Source: an optimization exercise on an open RTL-to-GDS flow (aim: small area). Production flows keep margins and buffers that such runs may drop.
Only simulation tests tie the RTL to the original design; equivalence was not proved.
No driver is modelled on the clock port, so clocking that relies on it looks cheaper here than on a real chip.
Power figures rest on the tool's default switching activity, not on a simulated workload.

### flow/flow/run.sh
#!/bin/bash
# Own layout flow: the standard flow (standard synthesis unchanged), with
#  - the port buffers made from buf_1 cells,
#  - clock tree synthesis without dummy loads, and each clock buffer then
#    sized down to the smallest size that keeps its sinks' clock slew within
#    CTS_SINK_SLEW_MAX (flow/post_cts.tcl).
# make's output goes to flow_make.log in this folder; each tool's full output
# is in the ORFS logs under orfs/logs.
set -euo pipefail
HERE=$(pwd)
export BUFFER_PORTS_ARGS="-buffer_cell sky130_fd_sc_hd__buf_1"
export CTS_ARGS="-sink_clustering_enable -repair_clock_nets -dont_use_dummy_load -buf_list sky130_fd_sc_hd__clkbuf_8"
export POST_CTS_TCL="$HERE/flow/post_cts.tcl"
export CTS_SINK_SLEW_MAX=0.125
export REMOVE_ABC_BUFFERS=1
bash standard.sh > "$HERE/flow_make.log" 2>&1
### flow/flow/post_cts.tcl
# After clock tree synthesis: give each clock buffer the smallest size that
# keeps every flip-flop clock pin it drives (directly or through further
# clock buffers) at a slew of at most CTS_SINK_SLEW_MAX (ns, placement
# parasitics). Leaf buffers are sized first, then the buffers above them,
# then the leaves again; the placement is legalized at the end.
set ::clkbuf_sizes {sky130_fd_sc_hd__clkbuf_1 sky130_fd_sc_hd__clkbuf_2 sky130_fd_sc_hd__clkbuf_4
  sky130_fd_sc_hd__clkbuf_8 sky130_fd_sc_hd__clkbuf_16}
proc is_clkbuf { inst } {
  return [string match "sky130_fd_sc_hd__clkbuf_*" [get_property $inst ref_name]]
}
proc load_pins { inst } {
  set out [get_pins -of_objects $inst -filter "direction==output"]
  return [get_pins -of_objects [get_nets -of_objects $out] -filter "direction==input"]
}
# worst slew over the register clock pins below inst
proc worst_sink_slew { inst } {
  set worst 0
  foreach p [load_pins $inst] {
    set c [get_cells -of_objects $p]
    if { [is_clkbuf $c] } {
      set s [worst_sink_slew $c]
    } else {
      set s [get_property $p slew_max]
    }
    if { $s > $worst } { set worst $s }
  }
  return $worst
}
proc drives_clkbuf { inst } {
  foreach p [load_pins $inst] {
    if { [is_clkbuf [get_cells -of_objects $p]] } { return 1 }
  }
  return 0
}
proc size_buffer { inst limit } {

  set orig [get_property $inst ref_name]
  foreach size $::clkbuf_sizes {
    replace_cell $inst $size
    estimate_parasitics -placement
    if { [worst_sink_slew $inst] <= $limit } {
      if { $size ne $orig } { puts "clock buffer [get_property $inst full_name]: $orig -> $size" }
      return
    }
  }
  replace_cell $inst $orig
  estimate_parasitics -placement
}
set limit $::env(CTS_SINK_SLEW_MAX)
estimate_parasitics -placement
set leaves {}
set upper {}
foreach inst [get_cells *] {
  if { [is_clkbuf $inst] } {
    if { [drives_clkbuf $inst] } { lappend upper $inst } else { lappend leaves $inst }
  }
}
foreach inst $leaves { size_buffer $inst $limit }
foreach inst $upper { size_buffer $inst $limit }
foreach inst $leaves { size_buffer $inst $limit }
detailed_placement
check_placement -verbose
estimate_parasitics -placement
### flow/standard.sh
#!/bin/bash
# synth_recipe.tcl (not shown) runs the flow's synth.tcl, then flattens the netlist and writes it again
# the make line also repeats each setting of config.mk as NAME=value (left out here)
make -C /OpenROAD-flow-scripts/flow DESIGN_CONFIG=/design/flow/config.mk WORK_HOME=/design/flow/orfs CLKGATE_MAP_FILE= SYNTH_SCRIPT=/design/flow/synth_recipe.tcl "${@:-finish}"
### flow/config.mk
export PLATFORM = sky130hd
export DESIGN_NAME = ackerchip
export DESIGN_NICKNAME = ackerchip
export VERILOG_FILES = /design/flow/design.v
export SDC_FILE = /design/flow/constraint.sdc
export NUM_CORES = 4
export LEC_CHECK = 0
export CAP_MARGIN = 20
export CORE_MARGIN = 2
export CORE_UTILIZATION = 60
export CTS_BUF_LIST = sky130_fd_sc_hd__clkbuf_8
export GPL_TIMING_DRIVEN = 0
export PLACE_DENSITY = 0.7
export SLEW_MARGIN = 20
### flow/constraint.sdc
create_clock -name core_clock -period 10.0 [get_ports {clock}]
set_input_delay 2.0000 -clock core_clock [delete_from_list [all_inputs] [get_ports {clock}]]
set_output_delay 2.0000 -clock core_clock [all_outputs]
set_load 0.01 [all_outputs]
### flow/design.v
`timescale 1ns / 1ps
module ackerchip (
  input  wire        clock,
  input  wire        reset,                    
  input  wire        rs232_Data_out_valid,
  input  wire [7:0]  rs232_Data_out,
  input  wire        rs232_Ready_for_Data_in,
  output wire        rs232_Data_in_valid,
  output wire [7:0]  rs232_Data_in,
  input  wire        adc_Data_out_valid,
  input  wire [13:0] adc_Data_out_ch0,
  input  wire [13:0] adc_Data_out_ch1,
  output wire        oc_rotation_on,
  output wire        oc_power,
  output wire        oc_action,
  output wire        pwm_out
);
reg  [7:0] count;
reg        pwm_q;
reg  [7:0] distance;
reg        power;
reg pwm_gt;
integer gi;
always @(*) begin
  pwm_gt = 1'b0;
  for (gi = 0; gi < 8; gi = gi + 1)
    pwm_gt = count[gi] ? (distance[gi] & pwm_gt) : (distance[gi] | pwm_gt);
end
always @(posedge clock) begin
  if (reset == 1'b0) count <= 8'd0;
  else               count <= count + 8'd1;
  pwm_q <= pwm_gt & power;
end
assign pwm_out = pwm_q;
reg F;
always @(posedge clock)
  if (reset == 1'b0)  F <= 1'b1;
  else if (count[2])  F <= 1'b0;
wire intro = F & (count[2:0] == 3'd0);    
wire first = F & (count[2:0] != 3'd0);    
wire [1:0] s = count[1:0] - 2'd1;          
reg [16:0] T0, T1, T2, T3;
reg [3:0]  K0, K1, K2, K3;
reg        D0, D1, D2, D3;                
reg        set_v;                          
wire [3:0] set_k;
wire [1:0] set_s;
reg  [7:0] delay;
wire       delay_done = (delay == 8'd0);
reg  [1:0] da_st;                          
wire       da_ready = ~da_st[1];
wire [3:0]  ho = T0[16:13];
wire [12:0] hi = T0[12:0];
wire hi_z = (hi == 13'd0);
wire ho_z = (ho == 4'd0);
wire tdone = hi_z & ho_z;
wire sample = ~F & adc_Data_out_valid & da_ready & tdone & delay_done;
reg [12:0] ldef, ldef1;
always @(*) begin
  case (s)
    2'd0: begin ldef = 13'd5360; ldef1 = 13'd2528; end    
    2'd1: begin ldef = 13'd5493; ldef1 = 13'd2795; end    
    2'd2: begin ldef = 13'd2402; ldef1 = 13'd4805; end    
    default: begin ldef = 13'd1378; ldef1 = 13'd2757; end  
  endcase
end
wire hi_fb = (hi[12] ^ hi[11] ^ hi[10] ^ hi[9] ^ hi[8] ^ hi[1]) & (hi[11:0] != 12'd0);
wire [12:0] hi_step = {hi[11:0], hi_fb};
wire wrap = hi_z & ~ho_z;
wire [12:0] i_dec = hi_step | (wrap ? 13'd7905 : 13'd0);    
wire [3:0]  o_dec = wrap ? ho - 4'd1 : ho;
wire [16:0] t_new = first ? {4'd0, ldef1}
                          : ({o_dec, i_dec} | (sample ? (D0 ? {4'd0, ldef} : {K0, 13'd0}) : 17'd0));
wire [1:0] wslot = set_s - count[1:0];
wire w0 = set_v & (wslot == 2'd0);
wire w1 = set_v & (wslot == 2'd1);
wire w2 = set_v & (wslot == 2'd2);
wire w3 = set_v & (wslot == 2'd3);
always @(posedge clock) begin
  T0 <= T1; T1 <= T2; T2 <= T3; T3 <= t_new;
  K0 <= w0 ? set_k : K1;
  K1 <= w1 ? set_k : K2;
  K2 <= w2 ? set_k : K3;
  K3 <= w3 ? set_k : K0;
  if (reset == 1'b0) begin
    D0 <= 1'b1; D1 <= 1'b1; D2 <= 1'b1; D3 <= 1'b1;
  end else begin
    D0 <= ~w0 & D1;
    D1 <= ~w1 & D2;
    D2 <= ~w2 & D3;
    D3 <= ~w3 & D0;
  end
  delay <= (intro | sample) ? 8'd35 : {delay[6:0], (delay[7] ^ delay[5] ^ delay[4] ^ delay[3]) & (delay[6:0] != 7'd0)};   
end
reg [13:0] sdata;
reg [1:0]  stype;
reg        tx_valid;
reg [7:0]  tx_data;
wire [5:0] t6 = sdata[13:8];
wire t6_z  = (t6 == 6'd0);
wire send0 = (da_st == 2'd3) & rs232_Ready_for_Data_in;
wire send1 = (da_st == 2'd2) & rs232_Ready_for_Data_in & t6_z;
always @(posedge clock) begin
  if (sample) begin
    sdata <= s[0] ? adc_Data_out_ch1 : adc_Data_out_ch0;
    stype <= s;
  end else if (send0)
    sdata[13:8] <= 6'd10;
  else if (da_st == 2'd2)
    sdata[13:8] <= {t6[4:0], (t6[5] ^ t6[4]) & (t6[4:0] != 5'd0)};
  if (reset == 1'b0) begin
    da_st    <= 2'd0;
    tx_valid <= 1'b0;
    tx_data  <= 8'd0;
  end else begin
    case (da_st)
      2'd0: da_st <= sample ? 2'd1 : 2'd0;
      2'd1: da_st <= 2'd3;
      2'd3: da_st <= rs232_Ready_for_Data_in ? 2'd2 : 2'd3;
      default: da_st <= send1 ? 2'd0 : 2'd2;
    endcase
    tx_valid <= send0 | send1;
    if (send0)      tx_data <= {stype, sdata[13:8]};
    else if (send1) tx_data <= sdata[7:0];
  end
end
assign rs232_Data_in_valid = tx_valid;
assign rs232_Data_in       = tx_data;
reg        last_valid;
reg        rot;
reg  [1:0] q;
reg  [4:0] pump_time;
reg  [12:0] X;
reg  [7:0] last_pos;
reg        action;
wire rx   = rs232_Data_out_valid & ~last_valid;
assign set_k = X[8:5];
assign set_s = X[10:9];
wire [7:0] d = rs232_Data_out;
wire b0   = (q == 2'd0);
wire b1   = (q == 2'd1);
wire b2   = (q == 2'd3);
wire pump = (q == 2'd2) & ~rot;
wire pt_z = (pump_time == 5'd0);
wire px_z = (X[10:0] == 11'd0);
wire at_target = (last_pos == X[12:5]);
wire rt_e = (X[4:0] == 5'b00001);
wire px_fb = (X[10] ^ X[8]) & (X[9:0] != 10'd0);
wire [10:0] px_step = {X[9:0], px_fb} | (px_z ? 11'd13 : 11'd0);
always @(posedge clock) begin
  if (~q[1])
    X <= {d, 5'b00010};
  else if (q[0])
    X[4:0] <= 5'b00010;
  else if (rot) begin
    if (at_target) X[10:0] <= 11'd13;
    else           X[4:0]  <= {X[3:0], X[4] ^ X[2]};
  end else
    X[10:0] <= px_step;
  if (b0)
    pump_time <= d[4:0];
  else if (pump & px_z)                     
    pump_time <= pump_time - 5'd1;
  if (q[0]) distance <= d;                  
  if (reset == 1'b0) begin
    last_valid <= 1'b0;
    rot        <= 1'b0;
    q          <= 2'd0;
    last_pos   <= 8'd0;
    action     <= 1'b0;
    power      <= 1'b0;
    set_v      <= 1'b0;
  end else begin
    last_valid <= rs232_Data_out_valid;
    set_v      <= b0 & rx & (d[7:6] == 2'b01);
    power      <= pump & ~pt_z;
    if (b0)
      action <= rx & (d[7:5] == 3'b001);
    else if (pump & pt_z)
      action <= 1'b0;
    if (rot & rt_e & ~at_target) last_pos <= last_pos + 8'd1;
    case (q)
      2'd0: if (rx & (d[7:6] == 2'b00)) q <= 2'd1;
      2'd1: if (rx) q <= 2'd3;
      2'd3: if (rx) begin q <= 2'd2; rot <= 1'b1; end
      default:
        if (rot) begin
          if (at_target) rot <= 1'b0;
        end else if (pt_z) q <= 2'd0;
    endcase
  end
end
assign oc_rotation_on = rot;
assign oc_power       = power;
assign oc_action      = action;
endmodule
==> results of run 1 <==
[routing by layer]
layer	up-vias	share of wire [%]	wire, µm	GRT usage (%)
met5	-	0	0	0
met4	0	1.8	197	8.35
met3	20	4.3	466	6.20
met2	88	46	5060	32.1
met1	1881	48	5200	26.8
li1	2033	-	-	-
[cells by family (layout without fill, tap and decap cells)]
logic type | Yosys count | after routing
buffers and inverters | 43 | 97
AO/OA/AOI/OAI | 81 | 81
AND/OR/NAND/NOR | 171 | 171
adder cells (fa/ha/maj) | 11 | 11
XOR/XNOR | 37 | 37
flip-flops | 174 | 174
multiplexers | 38 | 38
[path summary, 6_finish.rpt]
path | slack (ns) | to | depth (start not counted) | startpoint
setup reg to reg | 7.27 | T3[0] | 6 | count[0]
hold reg to reg | 0.31 | T0[12] | 0 | T1[12]
setup / recovery | 6.90 | oc_rotation_on | 1 | rot
hold / removal | 0.31 | T0[12] | 0 | T1[12]
[cell type report]
cell class / count / area [µm²]
tap: 136 / 170
timing repair buffer: 54 / 208
fill: 812 / 3460
sequential: 174 / 3850
clock buffer: 17 / 153
inverter: 26 / 97.6
multi-input combinational: 338 / 2330
[metrics by stage]
| stage | area, µm² | util (%) | hold slack, ns | std cells |
|---|---|---|---|---|
| finish | 6810 | 66.3 | 0.310 | 745 |
| global route | 6810 | 66.3 | 0.328 | 745 |
| detailed placement | 6660 | 64.8 | 0.312 | 728 |
| global placement | 6640 | 64.6 | 0.310 | 727 |
| floorplan | 6270 | - | 0.310 | 538 |
[layout by cell type (no fill, tap or decap), types with 13 or more instances in the layout]
cell,count
nor2_1,21
inv_1,26
buf_1,52
xor2_1,16
mux2_2,24
and2_1,22
nand2_1,39
dfxtp_1,137
a21oi_1,27
o21ai_0,17
edfxtp_1,37
clkbuf_4,13
mux2i_1,14
nand3_1,14
xnor2_1,21
[registers in the layout, summed over array words and instances, names as in the netlist, 5 cells and up]
name	count
T1	17
T0	17
X	13
T2	17
tx_data	8
sdata	14
count	8
distance	8
T3	17
delay	8
last_pos	8
pump_time	5
[power by group through the flow]
stage	Sequential (W)	Clock, W	Combinational [W]
finish	0.000864	0.000285	0.000127
floorplan	0.000863	0	0.0000981
global placement	0.000876	0	0.000121
detailed placement	0.000880	0	0.000127
global route	0.000875	0.000327	0.000143
==> flow_metrics.env, run 1 <==
export IMPL_die_x_um=107
export IMPL_p_leak_nw=2.70
export IMPL_power_frac_clock_pct=22.4
export IMPL_pwr_share_comb_pct=9.9
export IMPL_period_minus_slack_ns=3.10
export IMPL_synthAdderAreaFrac_pct=2.13
export IMPL_setup_violations=0
export IMPL_cpPeakStageDelay_ns=0.50
export IMPL_routed_wl_um=10900
export IMPL_core_area_um2=10300
export IMPL_cp_required_ns=8.00
export IMPL_fin_nets=662
export IMPL_setup_ws_ns=6.90
export IMPL_global_route_overflow_total=0
export IMPL_grt_start_max_net_pins=40
export IMPL_detail_route_antenna_nets=0
export IMPL_row_count=37
export IMPL_yosysUniqueCellTypes=50
export IMPL_ys_flop_type="dfxtp_1"
export IMPL_worstSetupEndpointType="output pin"
export IMPL_diodes=0
export IMPL_initial_utilization_pct=61.7
export IMPL_grt_pass1_vias=3779
export IMPL_synthTopCellsByArea="dfxtp_1 43%, edfxtp_1 18%, mux2_2 4.3%, xnor2_1 2.9%, nand2_1 2.3%"
export IMPL_layout_drive_gt1_share_pct=8.87
export IMPL_critPathArrivalTime_ns=1.10
export IMPL_timing_worst_setup_path_type="reg -> out"
export IMPL_ys_warn_count=1
export IMPL_synth_top_family_by_area="simple AND/OR/NAND/NOR gates"
export IMPL_synth_xor_area_share_pct=5.11
export IMPL_fin_crit_sh_pct=31.0
export IMPL_grt_pass1_wl_um=17900
export IMPL_status="finished clean"
export IMPL_fin_skew_ns=0.0425
export IMPL_synth_edff_count=37
export IMPL_tns_ns=0
export IMPL_post_synth_inst_count=555
export IMPL_slew_viol_final=0
export IMPL_p_switching_w=0.000295
export IMPL_place_gp_congestion=0.783
export IMPL_critPathTopFamily="flip-flops"
export IMPL_power_frac_seq_pct=67.7
export IMPL_synth_area_um2=6340
export IMPL_tightest_slew_ns=1.02
export IMPL_crit_chain="buf_1"
export IMPL_worstSetupStartpointType="register"
export IMPL_synth_compound_area_share_pct=8.41
export IMPL_rsz0062_at_grt="no"
export IMPL_antenna_found_initial=0
export IMPL_synth_most_common_cell="dfxtp_1"
export IMPL_ys_ff_latch=174
export IMPL_path_buf_inv=1
export IMPL_path_clk_slew_ns=0.11
export IMPL_yosysTopAreaCellShare_pct=43.3
export IMPL_wl_per_cell_um=14.7
export IMPL_grt_use_total_pct=20.5
export IMPL_cts_tree="built"
export IMPL_p_int_w=0.000980
export IMPL_slowest_stage="dfxtp_1"
export IMPL_cellPowerDensity_nw_per_um2=187
export IMPL_clk_latency_ns=0.43
export IMPL_io_pins=54
export IMPL_seq_area_frac_synth_pct=60.8
export IMPL_synth_mux_area_fraction_pct=6.48
export IMPL_totalPowerFinal_w=0.00128
export IMPL_synth_common_cells="137 x dfxtp_1, 39 x nand2_1, 37 x edfxtp_1, 28 x a21oi_1, 26 x inv_1"
export IMPL_relSlewSlack_pct=32.2
export IMPL_post_place_ws_ns=6.44
export IMPL_avgSynthCellArea_um2=11.4
export IMPL_syn2layout_area_growth_pct=7.52
export IMPL_yosysTopAreaCell="dfxtp_1"
export IMPL_route_detailed_drc=0
export IMPL_hpwl_um=7820
export IMPL_drtIter0Drc=191
export IMPL_cts_sinks=174
export IMPL_numPortBuffers=53
export IMPL_async_flop_share_pct=0
export IMPL_netSwitchingFraction_pct=23.1
export IMPL_dr_pass1_iters=4
export IMPL_viasPerCell=5.40
export IMPL_dieArea_um2=11400
export IMPL_irDropWorstVdd_mv=0.124
export IMPL_cap_violations=0
export IMPL_hold_class="reg -> reg"
export IMPL_dieHeight_um=107
export IMPL_synth_simple_gate_area_share_pct=14.5
export IMPL_crit_fanout=8
export IMPL_hold_violations=0
export IMPL_via_count=4022
export IMPL_fmax_mhz=323
==> run 2, diff against run 1 <==
--- a/flow/flow/run.sh
+++ b/flow/flow/run.sh
@@ -11,6 +11,6 @@
 export BUFFER_PORTS_ARGS="-buffer_cell sky130_fd_sc_hd__buf_1"
 export CTS_ARGS="-sink_clustering_enable -repair_clock_nets -dont_use_dummy_load -buf_list sky130_fd_sc_hd__clkbuf_8"
 export POST_CTS_TCL="$HERE/flow/post_cts.tcl"
-export CTS_SINK_SLEW_MAX=0.125
+export CTS_SINK_SLEW_MAX=0.12
 export REMOVE_ABC_BUFFERS=1
 bash standard.sh > "$HERE/flow_make.log" 2>&1
==> run 2 against run 1 <==
Sequential share of layout area about the same. Non-clock buffer count did not move. Via count down 0.22%. Fmax decreased by 8.1%. Synthesized area is the same. First-iteration DRC count rose by 11%. Largest cell class unchanged.
==> flow_metrics.env, run 2 <==
export IMPL_status="finished clean"
export IMPL_grt_start_max_net_pins=40
export IMPL_fin_nets=662
export IMPL_tightest_slew_ns=1.02
export IMPL_critPathTopFamily="flip-flops"
export IMPL_rr_startpoint="count[0]"
export IMPL_synth_mux_area_fraction_pct=6.48
export IMPL_diodes=0
export IMPL_initial_utilization_pct=61.7
export IMPL_final_common_cell="dfxtp_1"
export IMPL_cap_violations=0
export IMPL_setup_violations=0
export IMPL_crit_fanout=8
export IMPL_netSwitchingFraction_pct=23.2
export IMPL_dieArea_um2=11400
export IMPL_hpwl_um=7820
export IMPL_layout_common_cells="137 x dfxtp_1, 52 x buf_1, 39 x nand2_1"
export IMPL_synthTopCellsByArea="dfxtp_1 43%, edfxtp_1 18%, mux2_2 4.3%, xnor2_1 2.9%, nand2_1 2.3%"
export IMPL_dr_pass1_iters=4
export IMPL_busiest_layer="met2"
export IMPL_use_met2_pct=32.1
export IMPL_synthAdderAreaFrac_pct=2.13
export IMPL_pwr_share_comb_pct=10.0
export IMPL_grt_use_total_pct=20.6
export IMPL_grt_pass1_wl_um=17900
export IMPL_synth_common_cells="137 x dfxtp_1, 39 x nand2_1, 37 x edfxtp_1, 28 x a21oi_1, 26 x inv_1"
export IMPL_ys_ff_latch=174
export IMPL_numPortBuffers=53
export IMPL_slowest_stage="dfxtp_1"
export IMPL_wl_per_cell_um=14.6
export IMPL_clk_latency_ns=0.69
export IMPL_slew_viol_final=0
export IMPL_holdWs_ns=0.301
export IMPL_post_synth_inst_count=555
export IMPL_synth_simple_gate_area_share_pct=14.5
export IMPL_min_to="T0[15]"
export IMPL_hold_class="reg -> reg"
export IMPL_r2r_cells=6
export IMPL_drtIter0Drc=212
export IMPL_rsz0062_at_grt="no"
export IMPL_grt_pass1_vias=3776
export IMPL_cpPeakStageDelay_ns=0.50
export IMPL_p_leak_nw=2.70
export IMPL_row_count=37
export IMPL_io_pins=54
export IMPL_cp_required_ns=8.00
export IMPL_cellPowerDensity_nw_per_um2=187
export IMPL_path_buf_inv=1
export IMPL_synth_xor_area_share_pct=5.11
export IMPL_totalPowerFinal_w=0.00127
export IMPL_avgSynthCellArea_um2=11.4
export IMPL_seq_area_frac_synth_pct=60.8
export IMPL_use_met1_pct=26.8
export IMPL_p_switching_w=0.000296
export IMPL_core_area_um2=10300
export IMPL_synth_area_um2=6340
export IMPL_synth_edff_count=37
export IMPL_crit_chain="buf_1"
export IMPL_yosysTopAreaCellShare_pct=43.3
export IMPL_yosysUniqueCellTypes=50
export IMPL_p_int_w=0.000976
export IMPL_global_route_overflow_total=0
export IMPL_relSlewSlack_pct=31.7
export IMPL_layout_drive_gt1_share_pct=8.87
export IMPL_hold_violations=0
export IMPL_tns_ns=0
export IMPL_viasPerCell=5.39
export IMPL_ys_flop_type="dfxtp_1"
export IMPL_detail_route_antenna_nets=0
export IMPL_synth_most_common_cell="dfxtp_1"
export IMPL_place_gp_congestion=0.783
export IMPL_dieHeight_um=107
export IMPL_period_minus_slack_ns=3.37
export IMPL_antenna_found_initial=0
export IMPL_power_frac_seq_pct=67.9
export IMPL_die_x_um=107
export IMPL_synth_compound_area_share_pct=8.41
export IMPL_cts_sinks=174
export IMPL_fillerInstances=813
export IMPL_cts_tree="built"
export IMPL_async_flop_share_pct=0
export IMPL_reg2reg_slack_ns=7.25
export IMPL_routed_wl_um=10900
export IMPL_power_frac_clock_pct=22.1
export IMPL_hold_path_cell_count=0
export IMPL_ys_warn_count=1
export IMPL_via_count=4013
export IMPL_critPathArrivalTime_ns=1.37
export IMPL_worstSetupStartpointType="register"
export IMPL_fin_crit_sh_pct=33.7
export IMPL_synth_top_family_by_area="simple AND/OR/NAND/NOR gates"
export IMPL_grt_use_met3_pct=6.38
export IMPL_timing_rr_end="T3[0]"
export IMPL_yosysTopAreaCell="dfxtp_1"
export IMPL_startpoint="rot"
export IMPL_route_detailed_drc=0
export IMPL_irDropWorstVdd_mv=0.124
export IMPL_syn2layout_area_growth_pct=7.48
export IMPL_fmax_mhz=297
export IMPL_fin_skew_ns=0.0365
export IMPL_timing_worst_setup_path_type="reg -> out"
export IMPL_worstSetupEndpointType="output pin"
export IMPL_path_clk_slew_ns=0.10
export IMPL_worstHoldStart="T1[15]"
run 2: changes by cell type in the layout (fill, tap and decap cells not counted):
cell / change
clkbuf_2: +1
clkbuf_4: -1
run 2: cell type report:
cell class / instances / area [µm²] / share of cell area, %
Clock buffer: 17 / 150 / 2.20
Inverter: 26 / 97.6 / 1.43
Multi-Input combinational cell: 338 / 2330 / 34.2
Sequential cell: 174 / 3850 / 56.6
Tap cell: 136 / 170 / 2.50
Timing Repair Buffer: 54 / 208 / 3.05
run 2: logic make-up (layout without fill, tap and decap cells):
| logic type | count (synthesis) | in the layout |
|---|---|---|
| buf+inv | 43 | 97 |
| simple gates | 171 | 171 |
| flops | 174 | 174 |
| compound gates | 81 | 81 |
| mux | 38 | 38 |
| xor+xnor | 37 | 37 |
| fa+ha+maj | 11 | 11 |
run 2: worst max path at each step:
stage	endpoint	cells after the start	slack [ns]
final	oc_rotation_on	1	6.63
after global routing	oc_rotation_on	1	6.49
after detailed placement	tx_data[4]	5	6.44
after global placement	sdata[3]	4	5.95
after floorplan	sdata[0]	3	6.56
run 2: power groups by stage:
| stage | Clock (W) | Sequential, W | Combinational, W |
|---|---|---|---|
| floorplan | 0 | 0.000863 | 0.0000981 |
| global placement | 0 | 0.000876 | 0.000121 |
| detailed placement | 0 | 0.000880 | 0.000127 |
| global route | 0.000324 | 0.000875 | 0.000143 |
| finish | 0.000281 | 0.000864 | 0.000127 |
run 2: worst reg2reg max path, cell delays in order, from the launching register on:
cell and delay, ns:
dfxtp_1 1.01, inv_1 0.26, ha_1 0.30, a21oi_2 0.59, or2_2 0.30, a21oi_1 0.06, a21boi_1 0.15
run 2: metrics by stage:
step | setup WS, ns | std cells | instance area (µm²) | util (%)
floorplan | 6.56 | 538 | 6270 | -
global placement | 5.95 | 727 | 6640 | 64.6
detailed placement | 6.44 | 728 | 6660 | 64.8
global route | 6.49 | 745 | 6810 | 66.3
finish | 6.63 | 745 | 6810 | 66.3
run 2: per-layer routing:
metal / vias to the layer above / routed length (µm)
li1: 2034 / -
met1: 1869 / 5140
met2: 92 / 5070
met3: 18 / 455
met4: 0 / 196
met5: - / 0
==> run 3, diff against run 2 <==
--- a/flow/flow/run.sh
+++ b/flow/flow/run.sh
@@ -12,5 +12,4 @@
 export CTS_ARGS="-sink_clustering_enable -repair_clock_nets -dont_use_dummy_load -buf_list sky130_fd_sc_hd__clkbuf_8"
 export POST_CTS_TCL="$HERE/flow/post_cts.tcl"
 export CTS_SINK_SLEW_MAX=0.12
-export REMOVE_ABC_BUFFERS=1
 bash standard.sh > "$HERE/flow_make.log" 2>&1
--- a/flow/config.mk
+++ b/flow/config.mk
@@ -9,6 +9,5 @@
 export CORE_MARGIN = 2
 export CORE_UTILIZATION = 60
 export CTS_BUF_LIST = sky130_fd_sc_hd__clkbuf_8
-export GPL_TIMING_DRIVEN = 0
 export PLACE_DENSITY = 0.7
 export SLEW_MARGIN = 20
==> run 3 against run 2 <==
Sequential cell count did not move. Combinational power rose by 4%. Critical path type unchanged. Still clean. Utilization rose by 0.24 points. First-iteration DRC count rose by 4.7%. Global-route usage rose by 1.0 points. Sequential share of layout area fell by 0.21 points. Synthesized area did not move.
==> flow_metrics.env, run 3 <==
export IMPL_status="finished clean"
export IMPL_clk_latency_ns=0.45
export IMPL_setup_violations=0
export IMPL_power_frac_seq_pct=66.6
export IMPL_tns_ns=0
export IMPL_pwr_share_comb_pct=10.2
export IMPL_final_common_cell="dfxtp_1"
export IMPL_fin_skew_ns=0.0429
export IMPL_layout_common_cells="137 x dfxtp_1, 53 x buf_1, 39 x nand2_1"
export IMPL_cap_violations=0
export IMPL_yosysTopAreaCellShare_pct=43.3
export IMPL_viasPerCell=5.43
export IMPL_yosysTopAreaCell="dfxtp_1"
export IMPL_avgSynthCellArea_um2=11.4
export IMPL_p_leak_nw=2.72
export IMPL_timing_worst_setup_path_type="reg -> out"
export IMPL_synth_most_common_cell="dfxtp_1"
export IMPL_dr_pass1_iters=7
export IMPL_irDropWorstVdd_mv=0.104
export IMPL_ys_flop_type="dfxtp_1"
export IMPL_hold_class="reg -> reg"
export IMPL_cts_tree="built"
export IMPL_die_x_um=107
export IMPL_post_synth_inst_count=555
export IMPL_synth_edff_count=37
export IMPL_ys_warn_count=1
export IMPL_placed_area_um2=6670
export IMPL_diodes=0
export IMPL_yosysUniqueCellTypes=50
export IMPL_netSwitchingFraction_pct=23.4
export IMPL_place_gp_congestion=0.875
export IMPL_core_area_um2=10300
export IMPL_slowest_stage="dfxtp_1"
export IMPL_async_flop_share_pct=0
export IMPL_layout_drive_gt1_share_pct=8.66
export IMPL_crit_fanout=8
export IMPL_slew_viol_final=0
export IMPL_route_detailed_drc=0
export IMPL_antenna_found_initial=0
export IMPL_worstSetupEndpointType="output pin"
export IMPL_path_buf_inv=1
export IMPL_synthTopCellsByArea="dfxtp_1 43%, edfxtp_1 18%, mux2_2 4.3%, xnor2_1 2.9%, nand2_1 2.3%"
export IMPL_period_minus_slack_ns=3.08
export IMPL_initial_utilization_pct=61.7
export IMPL_drtIter0Drc=222
export IMPL_fmax_mhz=325
export IMPL_synth_area_um2=6340
export IMPL_power_frac_clock_pct=23.1
export IMPL_critPathArrivalTime_ns=1.08
export IMPL_row_count=37
export IMPL_crit_chain="buf_1"
export IMPL_dp_cells=731
export IMPL_global_route_overflow_total=0
export IMPL_grt_use_total_pct=21.6
export IMPL_cpPeakStageDelay_ns=0.46
export IMPL_grt_start_max_net_pins=40
export IMPL_relSlewSlack_pct=36.2
export IMPL_hpwl_um=8120
export IMPL_numPortBuffers=53
export IMPL_totalPowerFinal_w=0.00129
export IMPL_wl_per_cell_um=15.2
export IMPL_worstSetupStartpointType="register"
export IMPL_via_count=4060
export IMPL_design_area_um2=6840
export IMPL_grt_pass1_vias=3938
export IMPL_grt_pass1_wl_um=18800
export IMPL_fin_cells=748
export IMPL_tightest_slew_ns=0.954
export IMPL_routed_wl_um=11400
export IMPL_rsz0062_at_grt="no"
export IMPL_dieArea_um2=11400
export IMPL_ys_ff_latch=174
export IMPL_path_clk_slew_ns=0.12
export IMPL_cellPowerDensity_nw_per_um2=189
export IMPL_cp_required_ns=8.00
export IMPL_seq_area_frac_synth_pct=60.8
export IMPL_p_switching_w=0.000303
export IMPL_synth_common_cells="137 x dfxtp_1, 39 x nand2_1, 37 x edfxtp_1, 28 x a21oi_1, 26 x inv_1"
export IMPL_hold_violations=0
export IMPL_critPathTopFamily="flip-flops"
export IMPL_fin_crit_sh_pct=30.8
export IMPL_syn2layout_area_growth_pct=7.88
export IMPL_cts_sinks=174
export IMPL_fin_nets=665
export IMPL_fillerInstances=843
export IMPL_dieHeight_um=107
export IMPL_p_int_w=0.000990
export IMPL_postLayoutCoreUtil_pct=66.5
export IMPL_io_pins=54
export IMPL_detail_route_antenna_nets=0
-- run 3: power groups by stage --
stage | clock [W] | sequential, W | combinational, W
floorplan | 0 | 0.000860 | 0.000103
global placement | 0 | 0.000875 | 0.000126
detailed placement | 0 | 0.000877 | 0.000131
global route | 0.000333 | 0.000872 | 0.000148
finish | 0.000299 | 0.000862 | 0.000132
-- run 3: cell type report --
cell class | count | area, µm² | area share [%]
Sequential cell | 174 | 3850 | 56.4
Multi-Input combinational cell | 338 | 2320 | 33.9
Timing Repair Buffer | 57 | 229 | 3.35
Tap cell | 136 | 170 | 2.49
Clock buffer | 17 | 165 | 2.42
Inverter | 26 | 97.6 | 1.43
-- run 3: logic make-up (layout without fill, tap and decap cells) --
kind of cell    Yosys count  after routing  share of synthesized area, %
fa+ha+maj                11             11                          2.13
simple gates            171            171                          14.5
mux                      38             38                          6.48
flops                   174            174                          60.8
xor+xnor                 37             37                          5.11
compound gates           81             81                          8.41
buf+inv                  43            100                          2.57
-- run 3: stage by stage --
| stage | hold slack, ns | worst slack [ns] |
|---|---|---|
| after detailed placement | 0.312 | 6.56 |
| after global placement | 0.310 | 6.63 |
| after floorplan | 0.310 | 6.56 |
| final | 0.284 | 6.92 |
| after global routing | 0.288 | 6.83 |
-- run 3: path summary, 6_finish.rpt --
kind | from | to | slack [ns] | cells past startpoint
worst max-delay path | rot | oc_rotation_on | 6.92 | 1
worst min-delay path | T2[0] | T1[0] | 0.28 | 0
worst min register to register | T2[0] | T1[0] | 0.28 | 0
worst max register to register | X[5] | X[10] | 7.36 | 6
-- run 3: routing by layer --
metal  share of wire [%]  vias up  GRT usage [%]
met5                   0        -              0
met4                 1.4        0           8.91
met3                 5.0       17           6.02
met2                  48      100           35.6
met1                  45     1906           26.8
li1                    -     2037              -
==> run 4, diff against run 3 <==
==> flow/flow/run.sh (replaced) <==
#!/bin/bash
# Own layout flow: the standard flow (standard synthesis unchanged), with
#  - the port buffers made from buf_1 cells,
set -euo pipefail
HERE=$(pwd)
export BUFFER_PORTS_ARGS="-buffer_cell sky130_fd_sc_hd__buf_1"
export CTS_ARGS="-sink_clustering_enable -repair_clock_nets -dont_use_dummy_load -buf_list sky130_fd_sc_hd__clkbuf_8"
export POST_CTS_TCL="$HERE/flow/post_cts.tcl"
export CTS_SINK_SLEW_MAX=0.115
export REMOVE_ABC_BUFFERS=1
bash standard.sh > "$HERE/flow_make.log" 2>&1
--- a/flow/config.mk
+++ b/flow/config.mk
@@ -9,5 +9,6 @@
 export CORE_MARGIN = 2
 export CORE_UTILIZATION = 60
 export CTS_BUF_LIST = sky130_fd_sc_hd__clkbuf_8
+export GPL_TIMING_DRIVEN = 0
 export PLACE_DENSITY = 0.7
 export SLEW_MARGIN = 20
==> run 4 against run 3 <==
Sequential cell count stayed put. Largest cell class unchanged. Global-route usage is 1.0 points lower. Clock skew is 0.011 ns lower.
==> flow_metrics.env, run 4 <==
export IMPL_status="finished clean"
export IMPL_critPathArrivalTime_ns=1.21
export IMPL_path_buf_inv=1
export IMPL_synth_edff_count=37
export IMPL_critPathTopFamily="flip-flops"
export IMPL_io_pins=54
export IMPL_cts_sinks=174
export IMPL_grt_pass1_wl_um=17900
export IMPL_synth_most_common_cell="dfxtp_1"
export IMPL_cts_tree="built"
export IMPL_tightest_slew_ns=1.02
export IMPL_ys_warn_count=1
export IMPL_path_clk_slew_ns=0.10
export IMPL_min_to="T0[15]"
export IMPL_async_flop_share_pct=0
export IMPL_synthTopCellsByArea="dfxtp_1 43%, edfxtp_1 18%, mux2_2 4.3%, xnor2_1 2.9%, nand2_1 2.3%"
export IMPL_yosysUniqueCellTypes=50
export IMPL_setup_ws_ns=6.79
export IMPL_numPortBuffers=53
export IMPL_synth_area_um2=6340
export IMPL_hold_path_cell_count=0
export IMPL_slowest_stage="dfxtp_1"
export IMPL_dieArea_um2=11400
export IMPL_post_synth_inst_count=555
export IMPL_clk_latency_ns=0.54
export IMPL_fin_cells=745
export IMPL_routed_wl_um=10800
export IMPL_multi_input_comb_area_um2=2330
export IMPL_route_detailed_drc=0
export IMPL_layout_common_cells="137 x dfxtp_1, 52 x buf_1, 39 x nand2_1"
export IMPL_dp_cells=728
export IMPL_postLayoutCoreUtil_pct=66.3
export IMPL_reg2reg_slack_ns=7.25
export IMPL_rsz0062_at_grt="no"
export IMPL_grt_start_max_net_pins=40
export IMPL_dieHeight_um=107
export IMPL_fmax_mhz=311
export IMPL_slew_viol_final=0
export IMPL_layout_drive_gt1_share_pct=8.87
export IMPL_final_common_cell="dfxtp_1"
export IMPL_core_area_um2=10300
export IMPL_hpwl_um=7820
export IMPL_worstHoldStart="T1[15]"
export IMPL_ys_flop_type="dfxtp_1"
export IMPL_setup_violations=0
export IMPL_global_route_overflow_total=0
export IMPL_cap_violations=0
export IMPL_grt_use_total_pct=20.6
export IMPL_hold_violations=0
export IMPL_r2r_cells=6
export IMPL_place_gp_congestion=0.783
export IMPL_yosysTopAreaCellShare_pct=43.3
export IMPL_avgSynthCellArea_um2=11.4
export IMPL_fin_skew_ns=0.0322
export IMPL_rr_startpoint="count[0]"
export IMPL_wl_per_cell_um=14.6
export IMPL_hold_class="reg -> reg"
export IMPL_die_x_um=107
export IMPL_fin_crit_sh_pct=32.1
export IMPL_cpPeakStageDelay_ns=0.50
export IMPL_timing_rr_end="T3[0]"
export IMPL_viasPerCell=5.39
export IMPL_seq_area_frac_synth_pct=60.8
export IMPL_grt_pass1_vias=3776
export IMPL_worstSetupStartpointType="register"
export IMPL_timing_worst_setup_path_type="reg -> out"
export IMPL_relSlewSlack_pct=31.7
export IMPL_cp_required_ns=8.00
export IMPL_cellPowerDensity_nw_per_um2=187
export IMPL_crit_chain="buf_1"
export IMPL_crit_fanout=8
export IMPL_dr_pass1_iters=4
export IMPL_diodes=0
export IMPL_tns_ns=0
export IMPL_detail_route_antenna_nets=0
export IMPL_ys_ff_latch=174
export IMPL_fin_nets=662
export IMPL_drtIter0Drc=212
export IMPL_seqCellArea_um2=3850
export IMPL_fillerInstances=812
export IMPL_irDropWorstVdd_mv=0.124
export IMPL_post_place_ws_ns=6.44
export IMPL_holdWs_ns=0.304
export IMPL_antenna_found_initial=0
export IMPL_row_count=37
export IMPL_worstSetupEndpointType="output pin"
export IMPL_via_count=4014
export IMPL_synth_common_cells="137 x dfxtp_1, 39 x nand2_1, 37 x edfxtp_1, 28 x a21oi_1, 26 x inv_1"
export IMPL_initial_utilization_pct=61.7
export IMPL_p_leak_nw=2.70
export IMPL_period_minus_slack_ns=3.21
export IMPL_yosysTopAreaCell="dfxtp_1"
export IMPL_syn2layout_area_growth_pct=7.52
run 4: metal layers:
metal,global-route usage [%],vias up,wire (µm)
met2,32.1,94,5060
met1,26.8,1868,5130
met5,0,-,0
li1,-,2034,-
met3,6.38,18,461
met4,8.35,0,196
run 4: worst max-delay path by stage:
stage	slack (ns)	cells after the start	endpoint	from
floorplan	6.56	3	sdata[0]	adc_Data_out_valid
global placement	5.95	4	sdata[3]	adc_Data_out_valid
detailed placement	6.44	5	tx_data[4]	rs232_Ready_for_Data_in
global route	6.68	1	oc_rotation_on	rot
finish	6.79	1	oc_rotation_on	rot
run 4: cell families (layout without fill, tap and decap cells):
kind of cell	count (synthesis)	after routing	share of synthesized area, %
AOI/OAI and AO/OA	81	81	8.41
xor gates and xnor gates	37	37	5.11
adders and majority gates	11	11	2.13
buffers and inverters	43	97	2.57
DFF	174	174	60.8
muxes	38	38	6.48
and+or+nand+nor	171	171	14.5
run 4: final cells by class:
cell class,instances,share of cell area [%]
inverter,26,1.43
clock buffer,17,2.24
sequential,174,56.6
timing repair buffer,54,3.05
tap,136,2.50
multi-input combinational,338,34.2
run 4: where the power goes:
part	leakage [nW]	total, W	switching (W)	internal [W]
sequential	1.48	0.000864	0.0000467	0.000817
clock	0.0886	0.000284	0.000189	0.0000946
combinational	1.13	0.000127	0.0000598	0.0000669
run 4: per-stage QoR:
stage          power (W)  area, µm²
6_report         0.00127       6810
5_1_grt          0.00134       6810
3_5_place_dp     0.00101       6660
3_3_place_gp    0.000997       6640
2_1_floorplan   0.000961       6270
==> run 5, diff against run 4 <==
--- a/flow/flow/run.sh
+++ b/flow/flow/run.sh
@@ -1,6 +1,11 @@
 #!/bin/bash
 # Own layout flow: the standard flow (standard synthesis unchanged), with
 #  - the port buffers made from buf_1 cells,
+#  - clock tree synthesis without dummy loads, and each clock buffer then
+#    sized down to the smallest size that keeps its sinks' clock slew within
+#    CTS_SINK_SLEW_MAX (flow/post_cts.tcl).
+# make's output goes to flow_make.log in this folder; each tool's full output
+# is in the ORFS logs under orfs/logs.
 set -euo pipefail
 HERE=$(pwd)
 export BUFFER_PORTS_ARGS="-buffer_cell sky130_fd_sc_hd__buf_1"
@@ -8,4 +13,6 @@
 export POST_CTS_TCL="$HERE/flow/post_cts.tcl"
 export CTS_SINK_SLEW_MAX=0.115
 export REMOVE_ABC_BUFFERS=1
+export POST_GLOBAL_ROUTE_TCL="$HERE/flow/post_grt.tcl"
+export CTS_SINK_SLEW_MAX_GRT=0.122
 bash standard.sh > "$HERE/flow_make.log" 2>&1
==> flow/flow/post_grt.tcl (new file) <==
# After global routing: re-check each clock buffer's size with global-routing
# parasitics. A buffer is given the smallest size that keeps every flip-flop
# clock pin below it at a slew of at most CTS_SINK_SLEW_MAX_GRT (ns). Then
# the placement is legalized and the changed nets are routed again.
set ::grt_clkbuf_sizes {sky130_fd_sc_hd__clkbuf_1 sky130_fd_sc_hd__clkbuf_2 sky130_fd_sc_hd__clkbuf_4
  sky130_fd_sc_hd__clkbuf_8 sky130_fd_sc_hd__clkbuf_16}
proc grt_is_clkbuf { inst } {
  return [string match "sky130_fd_sc_hd__clkbuf_*" [get_property $inst ref_name]]
}
proc grt_load_pins { inst } {
  set out [get_pins -of_objects $inst -filter "direction==output"]
  return [get_pins -of_objects [get_nets -of_objects $out] -filter "direction==input"]
}
proc grt_worst_sink_slew { inst } {
  set worst 0
  foreach p [grt_load_pins $inst] {
    set c [get_cells -of_objects $p]
    if { [grt_is_clkbuf $c] } {
      set s [grt_worst_sink_slew $c]
    } else {
      set s [get_property $p slew_max]
    }
    if { $s > $worst } { set worst $s }
  }
  return $worst
}
proc grt_drives_clkbuf { inst } {
  foreach p [grt_load_pins $inst] {
    if { [grt_is_clkbuf [get_cells -of_objects $p]] } { return 1 }
  }
  return 0
}
proc grt_size_buffer { inst limit } {
  set orig [get_property $inst ref_name]
  foreach size $::grt_clkbuf_sizes {
    replace_cell $inst $size
    estimate_parasitics -global_routing
    if { [grt_worst_sink_slew $inst] <= $limit } {
      if { $size ne $orig } { puts "clock buffer [get_property $inst full_name]: $orig -> $size" }
      return
    }
  }
  replace_cell $inst sky130_fd_sc_hd__clkbuf_16
  estimate_parasitics -global_routing
}
proc grt_size_clock_buffers { limit } {
  set leaves {}
  set upper {}
  foreach inst [get_cells *] {
    if { [grt_is_clkbuf $inst] } {
      if { [grt_drives_clkbuf $inst] } { lappend upper $inst } else { lappend leaves $inst }
    }
  }
  global_route -start_incremental
  estimate_parasitics -global_routing
  foreach inst $leaves { grt_size_buffer $inst $limit }
  foreach inst $upper { grt_size_buffer $inst $limit }
  foreach inst $leaves { grt_size_buffer $inst $limit }
  detailed_placement
  check_placement -verbose
  global_route -end_incremental
  estimate_parasitics -global_routing
}
grt_size_clock_buffers $::env(CTS_SINK_SLEW_MAX_GRT)
==> run 5 against run 4 <==
Clock power increased by 4%. Sequential cell count did not move. Setup slack gained 0.15 ns. Synthesized area unchanged. Clock-buffer cell count stayed put. Clock skew fell by 0.0022 ns. Final cell count did not move. Via count barely moved. First-iteration DRC count up 5.2%. Register-to-register slack better by 0.02 ns. Critical endpoint unchanged.
==> flow_metrics.env, run 5 <==
export IMPL_endpoint="oc_rotation_on"
export IMPL_async_flop_share_pct=0
export IMPL_rr_startpoint="count[0]"
export IMPL_fmax_mhz=326
export IMPL_hold_class="reg -> reg"
export IMPL_ys_warn_count=1
export IMPL_seq_area_frac_synth_pct=60.8
export IMPL_layout_drive_gt1_share_pct=8.87
export IMPL_cts_sinks=174
export IMPL_fin_nets=662
export IMPL_critPathTopFamily="flip-flops"
export IMPL_die_x_um=107
export IMPL_fin_skew_ns=0.0299
export IMPL_cpPeakStageDelay_ns=0.49
export IMPL_setup_ws_ns=6.94
export IMPL_grt_start_max_net_pins=40
export IMPL_grt_pass1_vias=3776
export IMPL_via_count=4011
export IMPL_synth_most_common_cell="dfxtp_1"
export IMPL_viasPerCell=5.38
export IMPL_startpoint="rot"
export IMPL_dieHeight_um=107
export IMPL_path_depth=1
export IMPL_clk_latency_ns=0.42
export IMPL_place_gp_congestion=0.783
export IMPL_avgSynthCellArea_um2=11.4
export IMPL_cts_tree="built"
export IMPL_ys_ff_latch=174
export IMPL_wl_per_cell_um=14.6
export IMPL_initial_utilization_pct=61.7
export IMPL_period_minus_slack_ns=3.06
export IMPL_diodes=0
export IMPL_grt_pass1_wl_um=17900
export IMPL_setup_violations=0
export IMPL_worstSetupStartpointType="register"
export IMPL_hpwl_um=7820
export IMPL_tightest_slew_ns=1.01
export IMPL_timing_worst_setup_path_type="reg -> out"
export IMPL_cap_violations=0
export IMPL_yosysTopAreaCell="dfxtp_1"
export IMPL_yosysTopAreaCellShare_pct=43.3
export IMPL_synthTopCellsByArea="dfxtp_1 43%, edfxtp_1 18%, mux2_2 4.3%, xnor2_1 2.9%, nand2_1 2.3%"
export IMPL_layout_common_cells="137 x dfxtp_1, 52 x buf_1, 39 x nand2_1"
export IMPL_p_leak_nw=2.71
export IMPL_fin_crit_sh_pct=30.6
export IMPL_irDropWorstVdd_mv=0.132
export IMPL_syn2layout_area_growth_pct=7.72
export IMPL_relSlewSlack_pct=32.2
export IMPL_status="finished clean"
export IMPL_crit_chain="buf_1"
export IMPL_post_place_ws_ns=6.44
export IMPL_timing_rr_end="T3[0]"
export IMPL_antenna_found_initial=0
export IMPL_path_buf_inv=1
export IMPL_r2r_cells=6
export IMPL_synth_edff_count=37
export IMPL_crit_fanout=8
export IMPL_fillerInstances=809
export IMPL_yosysUniqueCellTypes=50
export IMPL_synth_area_um2=6340
export IMPL_ys_flop_type="dfxtp_1"
export IMPL_drtIter0Drc=223
export IMPL_hold_path_cell_count=0
export IMPL_cp_required_ns=8.00
export IMPL_slew_viol_final=0
export IMPL_tns_ns=0
export IMPL_final_common_cell="dfxtp_1"
export IMPL_synth_common_cells="137 x dfxtp_1, 39 x nand2_1, 37 x edfxtp_1, 28 x a21oi_1, 26 x inv_1"
export IMPL_io_pins=54
export IMPL_global_route_overflow_total=0
export IMPL_slowest_stage="dfxtp_1"
export IMPL_detail_route_antenna_nets=0
export IMPL_hold_violations=0
export IMPL_routed_wl_um=10900
export IMPL_critPathArrivalTime_ns=1.06
export IMPL_dr_pass1_iters=5
export IMPL_route_detailed_drc=0
export IMPL_numPortBuffers=53
export IMPL_worstSetupEndpointType="output pin"
export IMPL_grt_use_total_pct=20.6
export IMPL_cellPowerDensity_nw_per_um2=188
export IMPL_row_count=37
export IMPL_dieArea_um2=11400
export IMPL_reg2reg_slack_ns=7.27
export IMPL_path_clk_slew_ns=0.10
export IMPL_core_area_um2=10300
export IMPL_post_synth_inst_count=555
## run 5: cell counts after synthesis
Identical to the previous run, type by type.
## run 5: stage by stage
step	util [%]	total power, W	hold WS (ns)	cells	instance area (µm²)
finish	66.4	0.00128	0.306	745	6830
detailed placement	64.8	0.00101	0.312	728	6660
global placement	64.6	0.000997	0.310	727	6640
floorplan	-	0.000961	0.310	538	6270
## run 5: final cells by class
| class | count | area (µm²) | share of cell area, % |
|---|---|---|---|
| Sequential cell | 174 | 3850 | 56.5 |
| Tap cell | 136 | 170 | 2.49 |
| Clock buffer | 17 | 165 | 2.42 |
| Multi-Input combinational cell | 338 | 2330 | 34.2 |
| Timing Repair Buffer | 54 | 208 | 3.04 |
| Inverter | 26 | 97.6 | 1.43 |
## run 5: how the worst min path moves through the flow
stage	from	endpoint
after floorplan	T1[0]	T0[0]
after detailed placement	T2[0]	T1[0]
final	T1[15]	T0[15]
after global placement	T3[8]	T2[8]
## run 5: kinds of logic after synthesis
logic type | count (synthesis) | share of synthesized area, %
compound gates | 81 | 8.41
xor+xnor | 37 | 5.11
fa+ha+maj | 11 | 2.13
buf+inv | 43 | 2.57
flops | 174 | 60.8
mux | 38 | 6.48
simple gates | 171 | 14.5
## run 5: power by group
group          switching, W  internal, W  total, W
sequential        0.0000465     0.000817  0.000863
clock              0.000190     0.000105  0.000294
combinational     0.0000599    0.0000669  0.000127
total              0.000296     0.000988   0.00128
## run 5: per-layer routing
layer / share of wire, % / global-route usage (%)
met5: 0 / 0
met4: 1.8 / 8.35
met3: 4.3 / 6.38
met2: 47 / 32.1
met1: 47 / 26.8

[what the ideal ports hide]
In the flow no input, the clock included, has a driving cell. The finished layouts below were timed again as built, in two steps.
Step 1, drivers: a clkbuf_16 drives clock and a buf_2 each remaining input, both assumed.
Step 2 adds t to the input delays and takes it off the output delays; t is the mean of the earliest and latest rising clock arrival at the registers after step 1. Input paths then give back, and output paths get back, about the clock's delay inside the block.
Slacks: ideal ports / drivers / drivers and shift; pairs: ideal ports / drivers.
run	t (ns)	slack for setup (ns)	worst hold slack (ns)	clock arrival spread, ns
run 1	0.444	6.902 / 6.870 / 6.484	0.310 / 0.310 / 0.310	0.042 / 0.042
run 2	0.706	6.630 / 6.601 / 6.478	0.301 / 0.301 / 0.301	0.036 / 0.037
run 3	0.459	6.921 / 6.887 / 6.516	0.284 / 0.284 / 0.284	0.043 / 0.043
run 4	0.553	6.788 / 6.757 / 6.475	0.304 / 0.304 / 0.304	0.032 / 0.032
run 5	0.439	6.935 / 6.904 / 6.497	0.306 / 0.306 / 0.306	0.036 / 0.036
After both steps setup and hold are still met in every run listed. For run 5, which loses most, drivers alone change the setup slack by -0.031 ns; drivers and shift together by -0.438 ns.
